Source: an optimization exercise on an open RTL-to-GDS flow (aim: small area). Production flows keep margins and buffers that such runs may drop. The RTL was checked by simulation tests, not by an equivalence proof against the original design. Power and IR drop assume default switching activity.

==> design.v <==
module decodeAndMap(drawX, drawY, drawColour, WE, resetn, clock, shapeselect, inputColour, vs_n, rotateX, rotateY, rotateZ, invert, pitch, roll, yaw, doneShape);
    input clock, resetn, vs_n, invert, rotateX, rotateY, rotateZ;
    input [1:0] shapeselect;
    input [2:0] inputColour;
    output [8:0] drawX, drawY;
    output [2:0] drawColour;
    output WE;
    output [7:0] pitch, roll, yaw;
    output doneShape;
    function [12:0] rca;
        input [11:0] a, b;
        input ci;
        integer k;
        reg c;
        begin
            c = ci;
            for (k = 0; k < 12; k = k + 1) begin
                rca[k] = a[k] ^ b[k] ^ c;
                c = (a[k] & b[k]) | (a[k] & c) | (b[k] & c);
            end
            rca[12] = c;
        end
    endfunction
    localparam S_CLEAR = 4'd0, S_PAIR = 4'd1, S_W1 = 4'd2, S_W2 = 4'd3,
               S_NEG = 4'd4, S_SWP = 4'd5, S_DRAW = 4'd6, S_ROTW = 4'd7,
               S_ROT = 4'd8, S_WAIT = 4'd9, S_WAIT2 = 4'd10, S_DONE = 4'd11;
    reg [3:0] st;
    reg [1:0] shp;
    reg lvs_n;
    wire restart = ~resetn | (shapeselect != shp);
    reg [3:0] bi, wi;
    wire bend = (bi == 4'd15);
    wire wend = (wi == 4'd11);
    reg load;
    reg [191:0] rx, ry, rz;
    reg [3:0] ea, eb;
    wire [2:0] vbit;
    wire edge_ab;
    shapeTypeLUT lut(shp, wi, bi, ea, eb, vbit, edge_ab);
    wire [12:0] bi_inc = rca({8'd0, bi}, 12'd0, 1'b1);
    wire [12:0] wi_inc = rca({8'd0, wi}, 12'd0, 1'b1);
    wire [3:0] nw = wend ? 4'd0 : wi_inc[3:0];
    wire [7:0] pc_inc = {ea[2:0], eb, ea[3] ^ ea[1] ^ ea[0] ^ eb[3]};
    wire pair_last = ({ea, eb} == 8'h80);
    reg [2:0] rs;         
    reg win;              
    reg wen;              
    reg sa, sb;           
    reg [1:0] cA, cB;     
    reg coA, coB;         
    wire odd = rs[2] | (rs[1] & rs[0]);
    wire head = (wi[0] == odd);
    wire a0 = ry[0], a2 = ry[2], a6 = ry[6], a11 = ry[11];
    wire b0 = rz[0], b2 = rz[2], b6 = rz[6], b11 = rz[11];
    wire lt2 = ~bi[3] & ~bi[2] & ~bi[1];
    wire lt6 = ~bi[3] & ~(bi[2] & bi[1]);
    wire qA1 = head ? b0 : sb;
    wire qA4 = head ? (~lt2 & b2) : (lt2 ? b2 : sb);
    wire qA64 = head ? (~lt6 & b6) : (lt6 ? b6 : sb);
    wire pA = head ? a0 : sa;
    wire qB1 = head ? a0 : sa;
    wire qB4 = head ? (~lt2 & a2) : (lt2 ? a2 : sa);
    wire qB64 = head ? (~lt6 & a6) : (lt6 ? a6 : sa);
    wire pB = head ? b0 : sb;
    wire nA = ~invert;
    wire nB = invert;
    wire i0 = head & (bi == 4'd0);
    wire i11 = head & (bi == 4'd11);
    wire [1:0] cinA = i0 ? {1'b1, nA} : cA;
    wire [1:0] cinB = i0 ? {1'b1, nB} : cB;
    wire oA1 = qA64 ^ nA, oA2 = ~(qA4 ^ nA), oA3 = qA1 ^ nA, oA4 = ~pA;
    wire oB1 = qB64 ^ nB, oB2 = ~(qB4 ^ nB), oB3 = qB1 ^ nB, oB4 = ~pB;
    wire sA1 = oA1 ^ oA2 ^ oA3, kA1 = (oA1 & oA2) | (oA1 & oA3) | (oA2 & oA3);
    wire sA2 = sA1 ^ oA4 ^ cinA[0], kA2 = (sA1 & oA4) | (sA1 & cinA[0]) | (oA4 & cinA[0]);
    wire dA = sA2 & wen;
    wire [1:0] cAn = {kA1 & (kA2 | cinA[1]) | (kA2 & cinA[1]), kA1 ^ kA2 ^ cinA[1]};
    wire sB1 = oB1 ^ oB2 ^ oB3, kB1 = (oB1 & oB2) | (oB1 & oB3) | (oB2 & oB3);
    wire sB2 = sB1 ^ oB4 ^ cinB[0], kB2 = (sB1 & oB4) | (sB1 & cinB[0]) | (oB4 & cinB[0]);
    wire dB = sB2 & wen;
    wire [1:0] cBn = {kB1 & (kB2 | cinB[1]) | (kB2 & cinB[1]), kB1 ^ kB2 ^ cinB[1]};
    wire oinA = ~i11 & coA;
    wire oinB = ~i11 & coB;
    wire nbA = a11 ^ dA ^ oinA, coAn = (a11 & dA) | (a11 & oinA) | (dA & oinA);
    wire nbB = b11 ^ dB ^ oinB, coBn = (b11 & dB) | (b11 & oinB) | (dB & oinB);
    wire wact = win & (head ? (bi[3] & (bi[2] | (bi[1] & bi[0]))) : ~(bi[3] & (bi[2] | (bi[1] & bi[0]))));
    wire [2:0] rs_n = wend ? rs + 3'd1 : rs;
    wire odd_n = rs_n[2] | (rs_n[1] & rs_n[0]);
    wire next_head = (nw[0] == odd_n);
    wire [1:0] ax_n = (rs_n == 3'd0 || rs_n == 3'd3) ? 2'd0 : ((rs_n == 3'd1 || rs_n == 3'd4) ? 2'd1 : 2'd2);
    wire en_n = (ax_n == 2'd0) ? rotateX : ((ax_n == 2'd1) ? rotateY : rotateZ);
    reg [7:0] rp, rr, ry8;
    reg cc;
    wire upd0 = (st == S_ROT) & (rs == 3'd0) & ~wi[3] & ~wi[2] & ~wi[1];
    wire updP = upd0 & ~wi[0] & ~bi[3];
    wire updR = upd0 & ~wi[0] & bi[3];
    wire updY = upd0 & wi[0] & ~bi[3];
    wire lsb = (bi[2:0] == 3'd0);
    wire cen = (updP & rotateX) | (updR & rotateY) | (updY & rotateZ);
    wire csrc = updP ? rp[0] : (updR ? rr[0] : ry8[0]);
    wire co = cen & invert;
    wire ci = cen & (lsb ? ~invert : cc);
    wire csum = csrc ^ co ^ ci;
    assign pitch = rp;
    assign roll = rr;
    assign yaw = ry8;
    reg [8:0] PX, PY, K, M, N;
    reg [9:0] H;
    reg ltx, lty, ge, bx, by, fb;
    wire tx = rx[0], ty = ry[0];
    wire [8:0] Ex = {rx[0], rx[1], rx[2], rx[3], rx[4], rx[5], rx[6], rx[7], rx[8]};
    wire [8:0] Ey = {ry[0], ry[1], ry[2], ry[3], ry[4], ry[5], ry[6], ry[7], ry[8]};
    wire wEx = Ex[8] | (Ex[7] & Ex[6] & (Ex[5] | Ex[4] | (Ex[3] & (Ex[2] | Ex[1]))));    
    wire wSx = PX[8] | (PX[7] & PX[6] & (PX[5] | PX[4] | (PX[3] & (PX[2] | PX[1]))));
    wire wEy = Ey[8] | (Ey[7] & Ey[6] & Ey[5] & Ey[4] & (Ey[3] | Ey[2] | Ey[1]));       
    wire wSy = PY[8] | (PY[7] & PY[6] & PY[5] & PY[4] & (PY[3] | PY[2] | PY[1]));
    wire dxb = tx ^ K[0] ^ bx, bxn = (~tx & K[0]) | (~(tx ^ K[0]) & bx);
    wire dyb = ty ^ M[0] ^ by, byn = (~ty & M[0]) | (~(ty ^ M[0]) & by);
    wire ltx_n = (wEx ^ wSx) ? wEx : bxn;
    wire lty_n = (wEy ^ wSy) ? wEy : byn;
    wire nkb = K[0] ^ (ltx & bx);
    wire nmb = M[0] ^ (lty & by);
    wire swp0 = (bi == 4'd5);
    wire swp8 = (bi == 4'd13);
    wire swp9 = (bi == 4'd14);
    wire mjb = ge ? K[0] : M[0];
    wire mnb = ge ? M[0] : K[0];
    wire dkb = mjb ^ mnb ^ bx, bkn = (~mjb & mnb) | (~(mjb ^ mnb) & bx);
    wire hA = ~(swp8 | swp9) & (ge ? K[1] : M[1]);
    wire hB = swp9 | ~mnb;
    wire hC = swp0 ? mjb : by;
    wire hb = hA ^ hB ^ hC, hcn = (hA & hB) | (hA & hC) | (hB & hC);
    wire minor = H[9];
    wire drawing = (st == S_DRAW);
    wire [12:0] asum = rca({2'b00, H}, {2'b00, minor ? {1'b0, K} : ~{1'b0, M}}, ~minor);
    wire xinc = ~(ltx ^ lty);
    wire [12:0] pxs = rca({3'd0, PX}, {3'd0, {9{~xinc & drawing}}}, xinc | ~drawing);
    wire [12:0] pys = rca({3'd0, PY}, 12'd0, 1'b1);
    wire [12:0] nds = rca({3'd0, N}, 12'h1ff, 1'b0);
    wire mA = (wi == ea), mB = (wi == eb);
    wire cwin = bi[3] ? ~bi[2] : (bi[2] | (bi[1] & bi[0]));
    wire hit1 = cwin & (mA | mB);
    wire hit2 = cwin & (fb ? mA : mB);
    always @(posedge clock) begin
        lvs_n <= vs_n;
        rx <= {rx[190:12], wact ? nbA : rx[11], rx[10:1], load ? vbit[2] : rx[0], rx[191]};
        ry <= {ry[190:12], wact ? nbB : ry[11], ry[10:1], load ? vbit[1] : ry[0], ry[191]};
        rz <= {rz[190:12], wact ? rx[11] : rz[11], rz[10:1], load ? vbit[0] : rz[0], rz[191]};
        if (head & bend) begin
            sa <= a0;
            sb <= b0;
        end
        H <= (st == S_SWP) ? {hb, H[9:1]} : asum[9:0];
        N <= ((st == S_SWP) & ~swp9) ? {mjb, N[8:1]} : nds[8:0];
        cA <= cAn;
        cB <= cBn;
        coA <= coAn;
        coB <= coBn;
        rp <= {(updP ? csum : rp[0]) & ~load, rp[7:1]};
        rr <= {(updR ? csum : rr[0]) & ~load, rr[7:1]};
        ry8 <= {(updY ? csum : ry8[0]) & ~load, ry8[7:1]};
        cc <= (csrc & co) | (csrc & ci) | (co & ci);
        bx <= 1'b0;
        by <= 1'b0;
        if (restart) begin
            st <= S_CLEAR;
            shp <= shapeselect;
            bi <= 4'd0;
            wi <= 4'd0;
            load <= 1'b1;
            PX <= 9'd352;
            PY <= 9'd392;
            win <= 1'b0;
        end else begin
            bi <= bi_inc[3:0];
            if (bend) wi <= nw;
            if (load & bend & wend) load <= 1'b0;
            case (st)
                S_CLEAR: begin
                    if (PX == 9'd159) begin
                        PX <= 9'd352;
                        if (PY == 9'd119) begin
                            st <= S_PAIR;
                            ea <= 4'd0;
                            eb <= 4'd1;
                        end else
                            PY <= pys[8:0];
                    end else
                        PX <= pxs[8:0];
                end
                S_PAIR: begin
                    if (edge_ab) begin
                        if (bi == 4'd2) st <= S_W1;
                    end
                    else if (pair_last)
                        st <= S_ROTW;
                    else
                        {ea, eb} <= pc_inc;
                end
                S_W1: begin
                    if (hit1) begin
                        K <= {tx, K[8:1]};
                        M <= {ty, M[8:1]};
                        fb <= mB;
                        if (bi == 4'd11) begin
                            PX <= Ex;
                            PY <= Ey;
                            st <= S_W2;
                        end
                    end
                end
                S_W2: begin
                    if (hit2) begin
                        K <= {dxb, K[8:1]};
                        M <= {dyb, M[8:1]};
                        bx <= bxn;
                        by <= byn;
                        if (bi == 4'd11) begin
                            ltx <= ltx_n;
                            lty <= lty_n;
                            if (lty_n) begin
                                PX <= Ex;
                                PY <= Ey;
                            end
                            bx <= 1'b0;
                            by <= 1'b0;
                            ge <= 1'b1;
                            st <= S_NEG;
                        end
                    end
                end
                S_NEG: begin
                    K <= {nkb, K[8:1]};
                    M <= {nmb, M[8:1]};
                    bx <= bx | K[0];
                    by <= by | M[0];
                    if (nkb ^ nmb) ge <= nkb;
                    if (bi == 4'd4) begin
                        bx <= 1'b0;
                        st <= S_SWP;
                    end
                end
                S_SWP: begin
                    if (~swp9) begin
                        K <= {dkb, K[8:1]};
                        M <= {mnb, M[8:1]};
                    end
                    bx <= bkn;
                    by <= hcn;
                    if (swp9) st <= S_DRAW;
                end
                S_DRAW: begin
                    if (&N) begin
                        if (pair_last)
                            st <= S_ROTW;
                        else begin
                            st <= S_PAIR;
                            {ea, eb} <= pc_inc;
                        end
                    end else begin
                        if (ge | minor) PX <= pxs[8:0];
                        if (~ge | minor) PY <= pys[8:0];
                    end
                end
                S_ROTW: begin
                    if (bend & wend) begin
                        st <= S_ROT;
                        rs <= 3'd0;
                        win <= 1'b1;
                        wen <= rotateX;
                    end
                end
                S_ROT: begin
                    if (bend) begin
                        rs <= rs_n;
                        if (next_head) begin
                            win <= (rs_n <= 3'd5);
                            wen <= en_n;
                        end else if (!head)
                            win <= 1'b0;
                        if (rs_n == 3'd6 && nw == 4'd1)
                            st <= S_WAIT;
                    end
                end
                S_WAIT: begin
                    if (lvs_n & ~vs_n) st <= S_WAIT2;
                end
                S_WAIT2: begin
                    if (bi[2:0] == 3'd7) st <= S_DONE;
                end
                default: begin  
                    st <= S_CLEAR;
                    PX <= 9'd352;
                    PY <= 9'd392;
                end
            endcase
        end
    end
    wire [12:0] sx = rca({3'd0, PX}, 12'd160, 1'b0);
    wire [12:0] sy = rca({3'd0, PY}, 12'd120, 1'b0);
    assign drawX = sx[8:0];
    assign drawY = sy[8:0];
    assign WE = (st == S_CLEAR) | (drawing & (PX != 9'd352) & (PY != 9'd392));
    assign drawColour = drawing ? inputColour : 3'd0;
    assign doneShape = (st == S_DONE);
endmodule
module shapeTypeLUT (
    input wire [1:0] shapeselect,
    input wire [3:0] vi,       
    input wire [3:0] bi,       
    input wire [3:0] ea,       
    input wire [3:0] eb,
    output reg [2:0] vbit,     
    output reg edge_ab         
);
    always @(*) begin
        case ({shapeselect, vi, bi})
            10'd1: vbit = 3'd1;
            10'd5: vbit = 3'd1;
            10'd7: vbit = 3'd1;
            10'd8: vbit = 3'd1;
            10'd33: vbit = 3'd1;
            10'd34: vbit = 3'd1;
            10'd35: vbit = 3'd3;
            10'd36: vbit = 3'd3;
            10'd38: vbit = 3'd3;
            10'd39: vbit = 3'd2;
            10'd41: vbit = 3'd7;
            10'd42: vbit = 3'd7;
            10'd43: vbit = 3'd7;
            10'd44: vbit = 3'd7;
            10'd45: vbit = 3'd7;
            10'd46: vbit = 3'd7;
            10'd47: vbit = 3'd7;
            10'd65: vbit = 3'd1;
            10'd66: vbit = 3'd1;
            10'd67: vbit = 3'd3;
            10'd68: vbit = 3'd3;
            10'd70: vbit = 3'd3;
            10'd71: vbit = 3'd2;
            10'd73: vbit = 3'd7;
            10'd74: vbit = 3'd3;
            10'd75: vbit = 3'd3;
            10'd76: vbit = 3'd3;
            10'd77: vbit = 3'd3;
            10'd78: vbit = 3'd3;
            10'd79: vbit = 3'd3;
            10'd96: vbit = 3'd2;
            10'd97: vbit = 3'd3;
            10'd98: vbit = 3'd3;
            10'd99: vbit = 3'd3;
            10'd100: vbit = 3'd1;
            10'd102: vbit = 3'd3;
            10'd105: vbit = 3'd3;
            10'd106: vbit = 3'd1;
            10'd107: vbit = 3'd1;
            10'd108: vbit = 3'd1;
            10'd109: vbit = 3'd1;
            10'd110: vbit = 3'd1;
            10'd111: vbit = 3'd1;
            10'd265: vbit = 3'd1;
            10'd281: vbit = 3'd1;
            10'd282: vbit = 3'd1;
            10'd283: vbit = 3'd1;
            10'd284: vbit = 3'd1;
            10'd285: vbit = 3'd1;
            10'd286: vbit = 3'd1;
            10'd287: vbit = 3'd1;
            10'd297: vbit = 3'd2;
            10'd313: vbit = 3'd2;
            10'd314: vbit = 3'd2;
            10'd315: vbit = 3'd2;
            10'd316: vbit = 3'd2;
            10'd317: vbit = 3'd2;
            10'd318: vbit = 3'd2;
            10'd319: vbit = 3'd2;
            10'd329: vbit = 3'd4;
            10'd345: vbit = 3'd4;
            10'd346: vbit = 3'd4;
            10'd347: vbit = 3'd4;
            10'd348: vbit = 3'd4;
            10'd349: vbit = 3'd4;
            10'd350: vbit = 3'd4;
            10'd351: vbit = 3'd4;
            10'd521: vbit = 3'd7;
            10'd522: vbit = 3'd7;
            10'd523: vbit = 3'd7;
            10'd524: vbit = 3'd7;
            10'd525: vbit = 3'd7;
            10'd526: vbit = 3'd7;
            10'd527: vbit = 3'd7;
            10'd553: vbit = 3'd7;
            10'd554: vbit = 3'd6;
            10'd555: vbit = 3'd6;
            10'd556: vbit = 3'd6;
            10'd557: vbit = 3'd6;
            10'd558: vbit = 3'd6;
            10'd559: vbit = 3'd6;
            10'd585: vbit = 3'd7;
            10'd586: vbit = 3'd5;
            10'd587: vbit = 3'd5;
            10'd588: vbit = 3'd5;
            10'd589: vbit = 3'd5;
            10'd590: vbit = 3'd5;
            10'd591: vbit = 3'd5;
            10'd617: vbit = 3'd7;
            10'd618: vbit = 3'd3;
            10'd619: vbit = 3'd3;
            10'd620: vbit = 3'd3;
            10'd621: vbit = 3'd3;
            10'd622: vbit = 3'd3;
            10'd623: vbit = 3'd3;
            10'd569: vbit = 3'd7;
            10'd570: vbit = 3'd1;
            10'd571: vbit = 3'd1;
            10'd572: vbit = 3'd1;
            10'd573: vbit = 3'd1;
            10'd574: vbit = 3'd1;
            10'd575: vbit = 3'd1;
            10'd601: vbit = 3'd7;
            10'd602: vbit = 3'd2;
            10'd603: vbit = 3'd2;
            10'd604: vbit = 3'd2;
            10'd605: vbit = 3'd2;
            10'd606: vbit = 3'd2;
            10'd607: vbit = 3'd2;
            10'd537: vbit = 3'd7;
            10'd633: vbit = 3'd7;
            10'd634: vbit = 3'd4;
            10'd635: vbit = 3'd4;
            10'd636: vbit = 3'd4;
            10'd637: vbit = 3'd4;
            10'd638: vbit = 3'd4;
            10'd639: vbit = 3'd4;
            10'd777: vbit = 3'd4;
            10'd800: vbit = 3'd4;
            10'd801: vbit = 3'd2;
            10'd802: vbit = 3'd4;
            10'd803: vbit = 3'd2;
            10'd805: vbit = 3'd4;
            10'd806: vbit = 3'd6;
            10'd807: vbit = 3'd6;
            10'd808: vbit = 3'd2;
            10'd832: vbit = 3'd4;
            10'd833: vbit = 3'd2;
            10'd834: vbit = 3'd7;
            10'd835: vbit = 3'd2;
            10'd836: vbit = 3'd1;
            10'd837: vbit = 3'd5;
            10'd838: vbit = 3'd4;
            10'd839: vbit = 3'd7;
            10'd840: vbit = 3'd1;
            10'd864: vbit = 3'd5;
            10'd865: vbit = 3'd2;
            10'd866: vbit = 3'd7;
            10'd867: vbit = 3'd3;
            10'd869: vbit = 3'd4;
            10'd870: vbit = 3'd4;
            10'd871: vbit = 3'd6;
            10'd872: vbit = 3'd1;
            10'd873: vbit = 3'd2;
            10'd874: vbit = 3'd2;
            10'd875: vbit = 3'd2;
            10'd876: vbit = 3'd2;
            10'd877: vbit = 3'd2;
            10'd878: vbit = 3'd2;
            10'd879: vbit = 3'd2;
            10'd896: vbit = 3'd5;
            10'd897: vbit = 3'd3;
            10'd898: vbit = 3'd6;
            10'd899: vbit = 3'd2;
            10'd900: vbit = 3'd1;
            10'd901: vbit = 3'd5;
            10'd902: vbit = 3'd5;
            10'd903: vbit = 3'd7;
            10'd905: vbit = 3'd3;
            10'd906: vbit = 3'd3;
            10'd907: vbit = 3'd3;
            10'd908: vbit = 3'd3;
            10'd909: vbit = 3'd3;
            10'd910: vbit = 3'd3;
            10'd911: vbit = 3'd3;
            10'd928: vbit = 3'd4;
            10'd929: vbit = 3'd2;
            10'd930: vbit = 3'd7;
            10'd931: vbit = 3'd3;
            10'd933: vbit = 3'd4;
            10'd934: vbit = 3'd5;
            10'd935: vbit = 3'd6;
            10'd937: vbit = 3'd1;
            10'd938: vbit = 3'd1;
            10'd939: vbit = 3'd1;
            10'd940: vbit = 3'd1;
            10'd941: vbit = 3'd1;
            10'd942: vbit = 3'd1;
            10'd943: vbit = 3'd1;
            10'd793: vbit = 3'd4;
            10'd794: vbit = 3'd4;
            10'd795: vbit = 3'd4;
            10'd796: vbit = 3'd4;
            10'd797: vbit = 3'd4;
            10'd798: vbit = 3'd4;
            10'd799: vbit = 3'd4;
            10'd816: vbit = 3'd4;
            10'd817: vbit = 3'd6;
            10'd818: vbit = 3'd2;
            10'd819: vbit = 3'd4;
            10'd820: vbit = 3'd6;
            10'd821: vbit = 3'd2;
            10'd824: vbit = 3'd4;
            10'd825: vbit = 3'd6;
            10'd826: vbit = 3'd6;
            10'd827: vbit = 3'd6;
            10'd828: vbit = 3'd6;
            10'd829: vbit = 3'd6;
            10'd830: vbit = 3'd6;
            10'd831: vbit = 3'd6;
            10'd848: vbit = 3'd6;
            10'd849: vbit = 3'd6;
            10'd850: vbit = 3'd1;
            10'd851: vbit = 3'd5;
            10'd852: vbit = 3'd6;
            10'd853: vbit = 3'd2;
            10'd854: vbit = 3'd3;
            10'd856: vbit = 3'd6;
            10'd857: vbit = 3'd7;
            10'd858: vbit = 3'd7;
            10'd859: vbit = 3'd7;
            10'd860: vbit = 3'd7;
            10'd861: vbit = 3'd7;
            10'd862: vbit = 3'd7;
            10'd863: vbit = 3'd7;
            10'd880: vbit = 3'd5;
            10'd881: vbit = 3'd7;
            10'd883: vbit = 3'd4;
            10'd884: vbit = 3'd7;
            10'd885: vbit = 3'd3;
            10'd886: vbit = 3'd3;
            10'd887: vbit = 3'd1;
            10'd888: vbit = 3'd6;
            10'd889: vbit = 3'd5;
            10'd890: vbit = 3'd5;
            10'd891: vbit = 3'd5;
            10'd892: vbit = 3'd5;
            10'd893: vbit = 3'd5;
            10'd894: vbit = 3'd5;
            10'd895: vbit = 3'd5;
            10'd912: vbit = 3'd5;
            10'd913: vbit = 3'd6;
            10'd914: vbit = 3'd1;
            10'd915: vbit = 3'd5;
            10'd916: vbit = 3'd6;
            10'd917: vbit = 3'd2;
            10'd918: vbit = 3'd2;
            10'd920: vbit = 3'd7;
            10'd921: vbit = 3'd4;
            10'd922: vbit = 3'd4;
            10'd923: vbit = 3'd4;
            10'd924: vbit = 3'd4;
            10'd925: vbit = 3'd4;
            10'd926: vbit = 3'd4;
            10'd927: vbit = 3'd4;
            10'd944: vbit = 3'd6;
            10'd945: vbit = 3'd6;
            10'd946: vbit = 3'd1;
            10'd947: vbit = 3'd4;
            10'd948: vbit = 3'd7;
            10'd949: vbit = 3'd3;
            10'd950: vbit = 3'd2;
            10'd951: vbit = 3'd1;
            10'd952: vbit = 3'd7;
            10'd953: vbit = 3'd6;
            10'd954: vbit = 3'd6;
            10'd955: vbit = 3'd6;
            10'd956: vbit = 3'd6;
            10'd957: vbit = 3'd6;
            10'd958: vbit = 3'd6;
            10'd959: vbit = 3'd6;
            default: vbit = 3'd0;
        endcase
    end
    wire [2:0] pa = ea[3:1], pb = eb[3:1];
    wire par = ea[0] ^ eb[0];
    wire [2:0] d = pb - pa;
    wire plt = pa < pb;
    wire sgi = (pa != 3'd0) & ((d == 3'd2) | (d == 3'd3));
    always @(*) begin
        case (shapeselect)
            2'd0: edge_ab = plt & ~pb[2] & ~ea[0] & ~eb[0];
            2'd1: edge_ab = plt & (pb < 3'd3);
            2'd2: edge_ab = plt & ~eb[3] & (par == (pa != 3'd0));
            default: edge_ab = plt & (pb < 3'd6) & (par == sgi);
        endcase
    end
endmodule
==> run.sh <==
#!/bin/bash
# synth_recipe.tcl (not shown) runs the flow's synth.tcl, then flattens the netlist and writes it again
# the make line also repeats each setting of config.mk as NAME=value (left out here)
make -C /OpenROAD-flow-scripts/flow DESIGN_CONFIG=/design/flow/config.mk WORK_HOME=/design/flow/orfs CLKGATE_MAP_FILE= SYNTH_SCRIPT=/design/flow/synth_recipe.tcl finish
==> config.mk <==
export PLATFORM = sky130hd
export DESIGN_NAME = decodeAndMap
export DESIGN_NICKNAME = decodeAndMap
export VERILOG_FILES = /design/flow/design.v
export SDC_FILE = /design/flow/constraint.sdc
export NUM_CORES = 8
export LEC_CHECK = 0
export CAP_MARGIN = 30
export CORE_MARGIN = 2
export CORE_UTILIZATION = 75
export CTS_BUF_LIST = sky130_fd_sc_hd__clkbuf_16
export CTS_CLUSTER_DIAMETER = 100
export CTS_CLUSTER_SIZE = 30
export PLACE_DENSITY = 0.85
export SLEW_MARGIN = 20
==> constraint.sdc <==
create_clock -name core_clock -period 12.0 [get_ports {clock}]
set_input_delay 2.4000 -clock core_clock [delete_from_list [all_inputs] [get_ports {clock}]]
set_output_delay 2.4000 -clock core_clock [all_outputs]
set_load 0.01 [all_outputs]
==> impl_metrics.sql, run 1 <==
INSERT INTO impl_metrics (metric_group, metric, value, unit) VALUES
('status', 'status', 'finished clean', ''),
('floorplanning', 'die_height', '166', 'um'),
('floorplanning', 'initial_utilization', '0.760', ''),
('yosys', 'synth-async-reset-ratio', '0', ''),
('pwr', 'power.leakage', '0.00837', 'uW'),
('pwr', 'cellPowerDensity', '176', 'mW/mm^2'),
('sta', 'finalSetupViolCount', '0', ''),
('sta', 'setup_total_negative_slack', '0', 'ns'),
('placed_design', 'place.port_buffers', '58', ''),
('yosys', 'synth_seq_area_share', '0.730', ''),
('worst_setup_path', 'path_class', 'input pin to output pin', ''),
('yosys', 'synth_top_area_frac', '0.672', ''),
('floorplanning', 'placeableCoreArea', '0.0259', 'mm^2'),
('yosys', 'netlist_instances', '1504', ''),
('clocking', 'clk_root_buffer_cell', 'clkbuf_16', ''),
('sta', 'fmax', '170', 'MHz'),
('clocking', 'clock_insertion_delay_worst_skew', '0.60', 'ns'),
('yosys', 'ys_dominant_reg_cell', 'dfxtp_1', ''),
('pwr', 'pwr-share-seq', '0.653', ''),
('global_route', 'grt_overflow', '0', ''),
('job', 'timing.max_cap.violations', '0', ''),
('drt', 'total_via_count_after_detailed_routing', '11322', ''),
('global_route', 'grt_antenna_before_repair', '1', ''),
('floorplanning', 'die-width', '166', 'um'),
('worst_setup_path', 'cp_slowest_cell', 'clkdlybuf4s50_1', ''),
('global_route', 'global_route.usage.total', '0.317', ''),
('yosys', 'number_of_different_library_cells_in_the_post_synthesis_netlist', '82', ''),
('floorplanning', 'floorplan.io_pins', '59', ''),
('clocking', 'post-cts-setup-buffer-count', '0', ''),
('clocking', 'htree_num_levels', '1', ''),
('worst_setup_path', 'critical_path.cell_chain', 'clkdlybuf4s50_1, and2_1, clkdlybuf4s50_1', ''),
('floorplanning', 'number_of_standard_cell_rows_in_the_floorplan', '59', ''),
('pwr', 'ir_worst_vdd', '0.192', 'mV'),
('pwr', 'internal_power', '2890', 'uW'),
('sta', 'timing.clock.skew', '0.0220', 'ns'),
('yosys', 'cell_types_with_the_largest_area_share_after_synthesis', 'dfxtp_1, edfxtp_1, fa_1', ''),
('worst_setup_path', 'signal_arrival_time_at_the_worst_endpoint', '3.50', 'ns'),
('clocking', 'tritoncts', 'built', ''),
('worst_setup_path', 'crit_path_max_incr_delay', '0.53', 'ns'),
('placed_design', 'dp_wirelength', '25300', 'um'),
('global_route', 'via_count_of_the_first_global_routing_pass', '11518', ''),
('worst_setup_path', 'worstPathBufferInverterCount', '2', ''),
('yosys', 'synth-edff-count', '38', ''),
('sta', 'rsz0062_at_grt', 'false', ''),
('yosys', 'mappedNetlistArea', '0.0197', 'mm^2'),
('global_route', 'grt_pass1_wl', '67700', 'um'),
('worst_setup_path', 'worst_ep_required_time', '9.60', 'ns'),
('hold_path', 'hold_class', 'flop to flop', ''),
('clocking', 'holdBufCountCts', '0', ''),
('clocking', 'clkTransAtPathRegs', '0.12', 'ns'),
('drt', 'final_antenna_net_count', '0', ''),
('sta', 'period_needed', '5.90', 'ns'),
('pwr', 'power.clock.fraction', '0.296', ''),
('worst_setup_path', 'critical_path.endpoint_type', 'output pin', ''),
('sta', 'timing.final.ws_setup', '6.10', 'ns'),
('yosys', 'yosys_register_bits', '699', ''),
('pwr', 'p_switching', '829', 'uW'),
('global_route', 'grt_max_degree', '40', ''),
('sta', 'report.final.hold_viol_count', '0', ''),
('sta', 'timing.max_slew.rel_slack', '0.271', ''),
('final_layout', 'area_growth_syn_to_layout', '7.49', '%'),
('final_layout', 'diodes', '0', ''),
('worst_setup_path', 'critical-path-top-delay-family', 'buffers and inverters', ''),
('clocking', 'clk_sinks', '699', ''),
('clocking', 'cts_resized', '0', ''),
('yosys', 'yosysTopAreaCell', 'dfxtp_1', ''),
('floorplanning', 'die-area', '0.0276', 'mm^2'),
('yosys', 'mean_cell_area_of_the_mapped_netlist', '13.1', 'um^2'),
('sta', 'worstMarginPinSlew', '1.09', 'ns'),
('drt', 'drt-total-wl', '43300', 'um'),
('final_layout', 'layout-drive-gt1-share', '0.0365', '');
==> cells in the final DEF (no fill, tap or decap), types with 8 or more instances in the layout <==
master,synthesis,final
nor2b_1,16,16
dfxtp_1,661,661
nor3_1,20,20
a211oi_1,18,18
nor2_1,81,81
xor2_1,8,8
xnor2_1,36,36
o211ai_1,8,8
nand4_1,12,12
nand3_1,12,12
a21oi_1,68,68
o21ai_0,46,46
a31oi_1,14,14
nor4_1,8,8
ha_1,41,41
a22oi_1,9,9
fa_1,28,28
inv_1,82,87
and2_1,9,9
clkbuf_16,0,27
nand2_1,75,75
edfxtp_1,38,38
nand2b_1,19,19
clkdlybuf4s50_1,0,58
mux2i_1,19,19
a221oi_1,12,12
==> worst register-to-register path, delay by kind of cell, from the launching register on <==
family | cells | cell delay (ns)
compound gates | 3 | 0.78
buf+inv | 2 | 0.13
xor+xnor | 2 | 1.05
simple gates | 2 | 0.44
fa+ha+maj | 5 | 2.15
flops | 1 | 0.62
==> cell families (layout without fill, tap and decap cells) <==
group | after synthesis | in the layout | share of synthesized area
AOI/OAI and AO/OA | 232 | 232 | 0.0784
and+or+nand+nor | 287 | 287 | 0.0733
DFF | 699 | 699 | 0.730
xor gates and xnor gates | 45 | 45 | 0.0204
buffers and inverters | 151 | 183 | 0.0326
adders and majority gates | 70 | 70 | 0.0550
muxes | 20 | 20 | 0.0102
==> worst paths after layout <==
check	startpoint	endpoint	slack, ns	cells past startpoint
hold / removal	rz[63]$_DFF_P_	rz[64]$_DFF_P_	0.32	0
setup / recovery	inputColour[2]	drawColour[2]	6.10	3
setup reg to reg	rs[0]$_SDFFCE_PN0P_	rx[12]$_DFF_P_	6.71	14
hold reg to reg	rz[63]$_DFF_P_	rz[64]$_DFF_P_	0.32	0
==> per-layer routing <==
metal	GRT usage	part of all wire	wire, um	vias to the layer above
li1	-	-	-	5045
met1	0.414	0.39	16700	5349
met2	0.526	0.47	20500	727
met3	0.0622	0.088	3810	201
met4	0.135	0.052	2250	0
met5	0	0	0	-
==> through the flow <==
step           cell area, um^2  power (uW)  cells  hold slack (ns)  utilization
6_report                 21200        3720   1871            0.319        0.817
5_1_grt                  21200        3830   1871            0.325        0.817
4_1_cts                  21200        3720   1871            0.316        0.817
3_5_place_dp             20400        2660   1836            0.312        0.788
3_3_place_gp             20400        2620   1835            0.310        0.787
2_1_floorplan            19700        2590   1504            0.310            -
==> cells in the mapped netlist, types with 20 or more instances <==
| library cell | n |
|---|---|
| nand2_1 | 75 |
| ha_1 | 41 |
| o21ai_0 | 46 |
| dfxtp_1 | 661 |
| xnor2_1 | 36 |
| fa_1 | 28 |
| a21oi_1 | 68 |
| nor3_1 | 20 |
| inv_1 | 82 |
| edfxtp_1 | 38 |
| clkbuf_1 | 34 |
| nor2_1 | 81 |
==> power by group through the flow <==
| stage | registers [uW] | logic, uW | clock network, uW |
|---|---|---|---|
| floorplan | 2460 | 133 | 0 |
| global placement | 2480 | 147 | 0 |
| detailed placement | 2480 | 177 | 0 |
| CTS | 2430 | 188 | 1100 |
| global route | 2440 | 213 | 1170 |
| finish | 2430 | 188 | 1100 |
==> layout make-up <==
cell class	instances	area [um^2]
Fill cell	1222	4750
Inverter	83	312
Tap cell	335	419
Multi-Input combinational cell	654	4680
Clock inverter	8	66.3
Timing Repair Buffer	65	637
Clock buffer	27	676
Sequential cell	699	14400
==> flip-flops by register name (all words and copies together) (netlist names), 3 cells and up <==
register  cells
eb            4
PY            9
N             9
st            4
ry8           8
rs            3
PX            9
rp            8
bi            4
M             9
H            10
ea            4
rz          192
K             9
ry          192
rr            8
rx          192
wi            4
==> inputs of run 2 (changes only) <==
--- a/config.mk
+++ b/config.mk
@@ -11,5 +11,4 @@
 export CTS_BUF_LIST = sky130_fd_sc_hd__clkbuf_16
 export CTS_CLUSTER_DIAMETER = 100
 export CTS_CLUSTER_SIZE = 30
-export PLACE_DENSITY = 0.85
 export SLEW_MARGIN = 20
==> run 2 against run 1 <==
  * Sequential power hardly changed
  * Register-to-register slack better by 0.39 ns
  * Non-clock buffer count is 1 lower
  * First-iteration DRC count is 16% lower
  * Die area stayed put
  * Cell area hardly changed
  * Wire length is 5.7% lower
  * Synthesized cell count stayed put
  * Largest power group unchanged
  * Highest routed layer is now met5
==> impl_metrics.sql, run 2 <==
INSERT INTO impl_metrics (metric_group, metric, value, unit) VALUES
('status', 'status', 'finished clean', ''),
('global_route', 'grt_pass1_wl', '65100', 'um'),
('clocking', 'post-cts-setup-buffer-count', '0', ''),
('hold_path', 'whs_endpoint', 'rz[164]$_DFF_P_', ''),
('hold_path', 'hp-start', 'rz[163]$_DFF_P_', ''),
('yosys', 'number_of_different_library_cells_in_the_post_synthesis_netlist', '82', ''),
('yosys', 'ys.warnings.count', '2', ''),
('floorplanning', 'floorplan.io_pins', '59', ''),
('floorplanning', 'die-area', '0.0276', 'mm^2'),
('yosys', 'area_fraction_in_compound_gates_after_synthesis', '0.0784', ''),
('global_route', 'via_count_of_the_first_global_routing_pass', '11314', ''),
('worst_setup_path', 'signal_arrival_time_at_the_worst_endpoint', '3.50', 'ns'),
('global_route', 'grt_overflow', '0', ''),
('yosys', 'synth.area.mux_share', '0.0102', ''),
('floorplanning', 'placeableCoreArea', '0.0259', 'mm^2'),
('placed_design', 'gp_routability_congestion', '0.902', ''),
('floorplanning', 'die_height', '166', 'um'),
('sta', 'min_period_over_period', '0.491', ''),
('drt', 'dr.first_iter.drc_count', '1329', ''),
('placed_design', 'dp_wirelength', '23400', 'um'),
('final_layout', 'largest_registers', 'rx x192, ry x192, rz x192', ''),
('placed_design', 'place.port_buffers', '58', ''),
('yosys', 'synth-async-reset-ratio', '0', ''),
('worst_setup_path', 'worst_ep_required_time', '9.60', 'ns'),
('floorplanning', 'die-width', '166', 'um'),
('floorplanning', 'initial_utilization', '0.760', ''),
('clocking', 'holdBufCountCts', '0', ''),
('clocking', 'tritoncts', 'built', ''),
('final_layout', 'nets', '1610', ''),
('sta', 'fmax', '170', 'MHz'),
('worst_setup_path', 'critical_path.cell_chain', 'clkdlybuf4s50_1, and2_1, clkdlybuf4s50_1', ''),
('pwr', 'ir_worst_vdd', '0.199', 'mV'),
('sta', 'final_max_slew_viol_count', '0', ''),
('drt', 'total_via_count_after_detailed_routing', '11105', ''),
('worst_setup_path', 'setup.reg_to_reg.worst_slack', '7.10', 'ns'),
('global_route', 'grt_max_degree', '41', ''),
('pwr', 'power.leakage', '0.00837', 'uW'),
('yosys', 'synth_fa_ha_area_frac', '0.0550', ''),
('yosys', 'yosysMostFrequentCell', 'dfxtp_1', ''),
('final_layout', 'layout-drive-gt1-share', '0.0365', ''),
('yosys', 'mappedNetlistArea', '0.0197', 'mm^2'),
('clocking', 'cts_inserted_buffers', '27', ''),
('drt', 'avgViaCountPerCell', '5.94', ''),
('worst_setup_path', 'critical_path.reg2reg.endpoint', 'PX[8]$_SDFFE_PP1P_', ''),
('sta', 'timing.clock.skew', '0.0184', 'ns'),
('clocking', 'htree_num_levels', '1', ''),
('clocking', 'cts-root-to-sink-buffers', '3', ''),
('clocking', 'clock_insertion_delay_worst_skew', '0.60', 'ns'),
('yosys', 'synth_top_area_frac', '0.672', ''),
('drt', 'drt-total-wl', '40800', 'um'),
('worst_setup_path', 'worstPathBufferInverterCount', '2', ''),
('worst_setup_path', 'path_class', 'input pin to output pin', ''),
('floorplanning', 'number_of_standard_cell_rows_in_the_floorplan', '59', ''),
('global_route', 'global_route.usage.total', '0.300', ''),
('pwr', 'post-layout-total-power', '3720', 'uW'),
('yosys', 'ys_dominant_reg_cell', 'dfxtp_1', ''),
('clocking', 'clk_root_buffer_cell', 'clkbuf_16', ''),
('clocking', 'clk_sinks', '699', ''),
('hold_path', 'hold_class', 'flop to flop', ''),
('drt', 'final_antenna_net_count', '0', ''),
('sta', 'worstMarginPinSlew', '0.990', 'ns'),
('sta', 'finalSetupViolCount', '0', ''),
('final_layout', 'mostFrequentLayoutCells', 'dfxtp_1, inv_1, nor2_1', ''),
('yosys', 'largest_family_of_logic_cells_by_synthesized_area', 'compound AO/OA/AOI/OAI gates', ''),
('worst_setup_path', 'timing.critical_path.from_type', 'input pin', ''),
('sta', 'timing.max_slew.rel_slack', '0.340', ''),
('worst_setup_path', 'critical-path-top-delay-family', 'buffers and inverters', ''),
('sta', 'report.final.hold_viol_count', '0', ''),
('sta', 'period_needed', '5.90', 'ns'),
('final_layout', 'leading_cell_type_in_the_layout_fill_and_taps_excluded', 'dfxtp_1', ''),
('final_layout', 'diodes', '0', ''),
('yosys', 'mean_cell_area_of_the_mapped_netlist', '13.1', 'um^2'),
('worst_setup_path', 'crit_path_max_incr_delay', '0.53', 'ns'),
('job', 'timing.max_cap.violations', '0', ''),
('drt', 'post-route-drc-count', '0', ''),
('drt', 'drtPass1Iterations', '9', ''),
('worst_setup_path', 'critical_path.endpoint_type', 'output pin', ''),
('drt', 'drt-wirelength-per-cell', '21.8', 'um'),
('worst_setup_path', 'timing.rr.start', 'st[0]$_SDFFE_PP0P_', ''),
('yosys', 'yosysTopAreaCell', 'dfxtp_1', ''),
('yosys', 'netlist_instances', '1504', ''),
('yosys', 'yosys.area_share.xor_xnor', '0.0204', ''),
('sta', 'setup_total_negative_slack', '0', 'ns'),
('yosys', 'synth_simple_gate_area_frac', '0.0733', ''),
('pwr', 'cellPowerDensity', '176', 'mW/mm^2'),
('clocking', 'clkTransAtPathRegs', '0.10', 'ns'),
('yosys', 'synth.top_cells.by_count', 'dfxtp_1, inv_1, nor2_1', ''),
('yosys', 'cell_types_with_the_largest_area_share_after_synthesis', 'dfxtp_1, edfxtp_1, fa_1', ''),
('yosys', 'yosys_register_bits', '699', ''),
('final_layout', 'area_growth_syn_to_layout', '7.42', '%'),
('global_route', 'grt_antenna_before_repair', '1', ''),
('yosys', 'synth-edff-count', '38', ''),
('yosys', 'synth_seq_area_share', '0.730', ''),
('sta', 'rsz0062_at_grt', 'false', ''),
('yosys', 'syn_nets', '1585', ''),
('hold_path', 'hold-path-cell-count', '0', ''),
('worst_setup_path', 'worstPathMaxFanout', '1', ''),
('worst_setup_path', 'reg2reg_depth', '15', ''),
('worst_setup_path', 'critPathMostFrequentCell', 'clkdlybuf4s50_1', ''),
('clocking', 'cts_resized', '0', ''),
('worst_setup_path', 'cp_slowest_cell', 'clkdlybuf4s50_1', '');
==> run 2: area by class of cell <==
type / count / area [um^2]
Multi-Input combinational cell: 654 / 4680
Timing Repair Buffer: 64 / 626
Inverter: 83 / 312
Clock inverter: 9 / 65.1
Clock buffer: 27 / 676
Fill cell: 1219 / 4760
Tap cell: 335 / 419
Sequential cell: 699 / 14400
==> run 2: how the worst max path moves through the flow <==
stage                    from            end  slack [ns]  depth (start not counted)
6_report       inputColour[0]  drawColour[0]        6.10                          3
5_1_grt        inputColour[2]  drawColour[2]        6.06                          3
4_1_cts        inputColour[0]  drawColour[0]        6.09                          3
3_5_place_dp   inputColour[0]  drawColour[0]        6.10                          3
3_3_place_gp   inputColour[2]  drawColour[2]        6.11                          3
2_1_floorplan  inputColour[0]  drawColour[0]        7.05                          1
==> run 2: logic make-up after synthesis <==
family / count (synthesis)
simple gates: 287
buf+inv: 151
xor+xnor: 45
compound gates: 232
mux: 20
fa+ha+maj: 70
flops: 699
==> run 2: metal layers <==
metal	vias to the layer above	global-route usage	share of wire
met5	-	0	0.00032
li1	5046	-	-
met4	2	0.118	0.046
met1	5293	0.391	0.39
met2	596	0.500	0.48
met3	168	0.0605	0.077
==> run 2: per-stage QoR <==
step           area, um^2  instances  hold WS (ns)  worst slack (ns)   util
2_1_floorplan       19700       1504         0.310              7.05      -
6_report            21200       1871         0.327              6.10  0.816
3_3_place_gp        20400       1834         0.310              6.11  0.787
4_1_cts             21200       1871         0.331              6.09  0.816
5_1_grt             21200       1871         0.338              6.06  0.816
3_5_place_dp        20400       1835         0.312              6.10  0.788
==> run 2: power breakdown <==
| part | leakage [uW] | internal [uW] | switching (uW) |
|---|---|---|---|
| sequential | 0.00567 | 2390 | 42.7 |
| clock | 0.000383 | 418 | 678 |
| combinational | 0.00231 | 82.0 | 104 |
| total | 0.00837 | 2890 | 825 |
==> inputs of run 3 (changes only) <==
--- a/config.mk
+++ b/config.mk
@@ -11,4 +11,5 @@
 export CTS_BUF_LIST = sky130_fd_sc_hd__clkbuf_16
 export CTS_CLUSTER_DIAMETER = 100
 export CTS_CLUSTER_SIZE = 30
+export GPL_ROUTABILITY_DRIVEN = 0
 export SLEW_MARGIN = 20
==> run 3 against run 2 <==
  * Synthesized area unchanged
  * Clock-buffer cell count unchanged
  * Largest cell class unchanged
  * Worst hold slack got worse by 0.0026 ns
  * Fmax decreased by 0.16%
  * Largest power group unchanged
  * Critical path depth unchanged
==> impl_metrics.sql, run 3 <==
INSERT INTO impl_metrics (metric_group, metric, value, unit) VALUES
('placed_design', 'dp_wirelength', '22500', 'um'),
('worst_setup_path', 'critical_path.endpoint_type', 'output pin', ''),
('clocking', 'clock_insertion_delay_worst_skew', '0.61', 'ns'),
('worst_setup_path', 'worstPathBufferInverterCount', '2', ''),
('yosys', 'number_of_different_library_cells_in_the_post_synthesis_netlist', '82', ''),
('clocking', 'clk_sinks', '699', ''),
('yosys', 'synth-edff-count', '38', ''),
('final_layout', 'area_growth_syn_to_layout', '7.42', '%'),
('clocking', 'clkTransAtPathRegs', '0.12', 'ns'),
('hold_path', 'hold_class', 'flop to flop', ''),
('status', 'status', 'finished clean', ''),
('yosys', 'synth-async-reset-ratio', '0', ''),
('worst_setup_path', 'worst_ep_required_time', '9.60', 'ns'),
('worst_setup_path', 'timing.critical_path.from', 'inputColour[1]', ''),
('sta', 'setup_total_negative_slack', '0', 'ns'),
('yosys', 'mappedNetlistArea', '0.0197', 'mm^2'),
('worst_setup_path', 'critPathMostFrequentCell', 'clkdlybuf4s50_1', ''),
('drt', 'dr.first_iter.drc_count', '1263', ''),
('yosys', 'syn_nets', '1585', ''),
('drt', 'avgViaCountPerCell', '5.89', ''),
('worst_setup_path', 'timing.rr.start', 'rs[0]$_SDFFCE_PN0P_', ''),
('floorplanning', 'number_of_standard_cell_rows_in_the_floorplan', '59', ''),
('final_layout', 'nets', '1609', ''),
('floorplanning', 'floorplan.io_pins', '59', ''),
('yosys', 'yosys_register_bits', '699', ''),
('worst_setup_path', 'setup.reg_to_reg.worst_slack', '6.89', 'ns'),
('worst_setup_path', 'cp_slowest_cell', 'clkdlybuf4s50_1', ''),
('sta', 'worstMarginPinSlew', '0.985', 'ns'),
('clocking', 'cts_inserted_buffers', '27', ''),
('pwr', 'cellPowerDensity', '176', 'mW/mm^2'),
('global_route', 'global_route.usage.total', '0.300', ''),
('pwr', 'post-layout-total-power', '3720', 'uW'),
('global_route', 'grt_max_degree', '41', ''),
('floorplanning', 'placeableCoreArea', '0.0259', 'mm^2'),
('worst_setup_path', 'signal_arrival_time_at_the_worst_endpoint', '3.51', 'ns'),
('global_route', 'grt_antenna_before_repair', '1', ''),
('drt', 'post-route-drc-count', '0', ''),
('yosys', 'yosysTopAreaCell', 'dfxtp_1', ''),
('placed_design', 'place.port_buffers', '58', ''),
('final_layout', 'layout-drive-gt1-share', '0.0358', ''),
('drt', 'drtPass1Iterations', '8', ''),
('global_route', 'grt_overflow', '0', ''),
('worst_setup_path', 'timing.critical_path.from_type', 'input pin', ''),
('floorplanning', 'die_height', '166', 'um'),
('sta', 'report.final.hold_viol_count', '0', ''),
('clocking', 'cts-root-to-sink-buffers', '3', ''),
('final_layout', 'diodes', '0', ''),
('yosys', 'netlist_instances', '1504', ''),
('yosys', 'ys.warnings.count', '2', ''),
('yosys', 'synth_top_area_frac', '0.672', ''),
('worst_setup_path', 'critical-path-top-delay-family', 'buffers and inverters', ''),
('final_layout', 'largest_registers', 'rx x192, ry x192, rz x192', ''),
('sta', 'min_period_over_period', '0.492', ''),
('yosys', 'cell_types_with_the_largest_area_share_after_synthesis', 'dfxtp_1, edfxtp_1, fa_1', ''),
('drt', 'drt-wirelength-per-cell', '21.7', 'um'),
('global_route', 'via_count_of_the_first_global_routing_pass', '11244', ''),
('floorplanning', 'die-width', '166', 'um'),
('yosys', 'synth_seq_area_share', '0.730', ''),
('clocking', 'htree_num_levels', '1', ''),
('floorplanning', 'die-area', '0.0276', 'mm^2'),
('pwr', 'power.leakage', '0.00837', 'uW'),
('hold_path', 'whs_endpoint', 'rz[4]$_DFF_P_', ''),
('worst_setup_path', 'reg2reg_depth', '14', ''),
('sta', 'timing.hold.ws', '0.324', 'ns'),
('pwr', 'ir_worst_vdd', '0.200', 'mV'),
('clocking', 'holdBufCountCts', '0', ''),
('floorplanning', 'initial_utilization', '0.760', ''),
('clocking', 'clk_root_buffer_cell', 'clkbuf_16', ''),
('sta', 'rsz0062_at_grt', 'false', ''),
('worst_setup_path', 'worstPathMaxFanout', '1', ''),
('job', 'timing.max_cap.violations', '0', '');
run 3: cells by family (layout without fill, tap and decap cells):
family / Yosys count / after routing / synth area share
flip-flops: 699 / 699 / 0.730
AND/OR/NAND/NOR: 287 / 287 / 0.0733
AO/OA/AOI/OAI: 232 / 232 / 0.0784
buffers and inverters: 151 / 182 / 0.0326
adder cells (fa/ha/maj): 70 / 70 / 0.0550
XOR/XNOR: 45 / 45 / 0.0204
multiplexers: 20 / 20 / 0.0102
run 3: stage by stage:
step                worst slack, ns  cell area [um^2]  instances   util
global placement               6.11             20400       1834  0.787
CTS                            6.07             21100       1870  0.816
floorplan                      7.05             19700       1504      -
detailed placement             6.08             20400       1834  0.787
global route                   6.04             21100       1870  0.816
finish                         6.09             21100       1870  0.816
run 3: per-layer routing:
layer / track usage / wire [um] / vias up
met2: 0.500 / 19600 / 597
li1: - / - / 5038
met3: 0.0493 / 3080 / 161
met1: 0.400 / 16300 / 5225
met4: 0.111 / 1690 / 0
met5: 0 / 0 / -
run 3: area by class of cell:
class	instances	area (um^2)	share of cell area
clock inverter	9	65.1	0.00308
multi-input combinational	654	4690	0.222
sequential	699	14400	0.680
inverter	83	312	0.0147
tap	335	419	0.0198
clock buffer	27	676	0.0319
timing repair buffer	63	618	0.0292
run 3: worst max-delay path by stage:
stage / endpoint / depth (start not counted)
3_3_place_gp: drawColour[1] / 3
4_1_cts: drawColour[2] / 3
6_report: drawColour[1] / 3
2_1_floorplan: drawColour[0] / 1
5_1_grt: drawColour[1] / 3
3_5_place_dp: drawColour[2] / 3
run 3: report_power, final:
part           switching [uW]  total, uW  internal (uW)
clock                     688       1110            419
combinational             103        184           81.1
sequential               39.8       2430           2390

==> separate check: timing with driven ports <==
The flow's constraints put no driver on any port. The routed layouts listed below were extracted and timed again, unchanged, in two steps. Step 1, drivers: a clkbuf_16 drives clock and a buf_2 each remaining input, both assumed. Step 2 adds t to the input delays and takes it off the output delays; t is the mean of the earliest and latest rising clock arrival at the registers after step 1. Input paths then give back, and output paths get back, about the clock's delay inside the block. Three values: ideal ports, drivers, drivers and shift; two values: the first two.
| run | t (ns) | setup slack, ns | worst hold slack (ns) |
|---|---|---|---|
| run 1 | 0.642 | 6.105 / 6.079 / 6.007 | 0.319 / 0.319 / 0.319 |
| run 2 | 0.641 | 6.104 / 6.074 / 6.074 | 0.327 / 0.327 / 0.327 |
| run 3 | 0.645 | 6.094 / 6.061 / 6.061 | 0.324 / 0.324 / 0.324 |
After both steps every run listed still meets setup and hold. For run 1, which loses most, drivers alone change the setup slack by -0.026 ns; drivers and shift together by -0.098 ns.
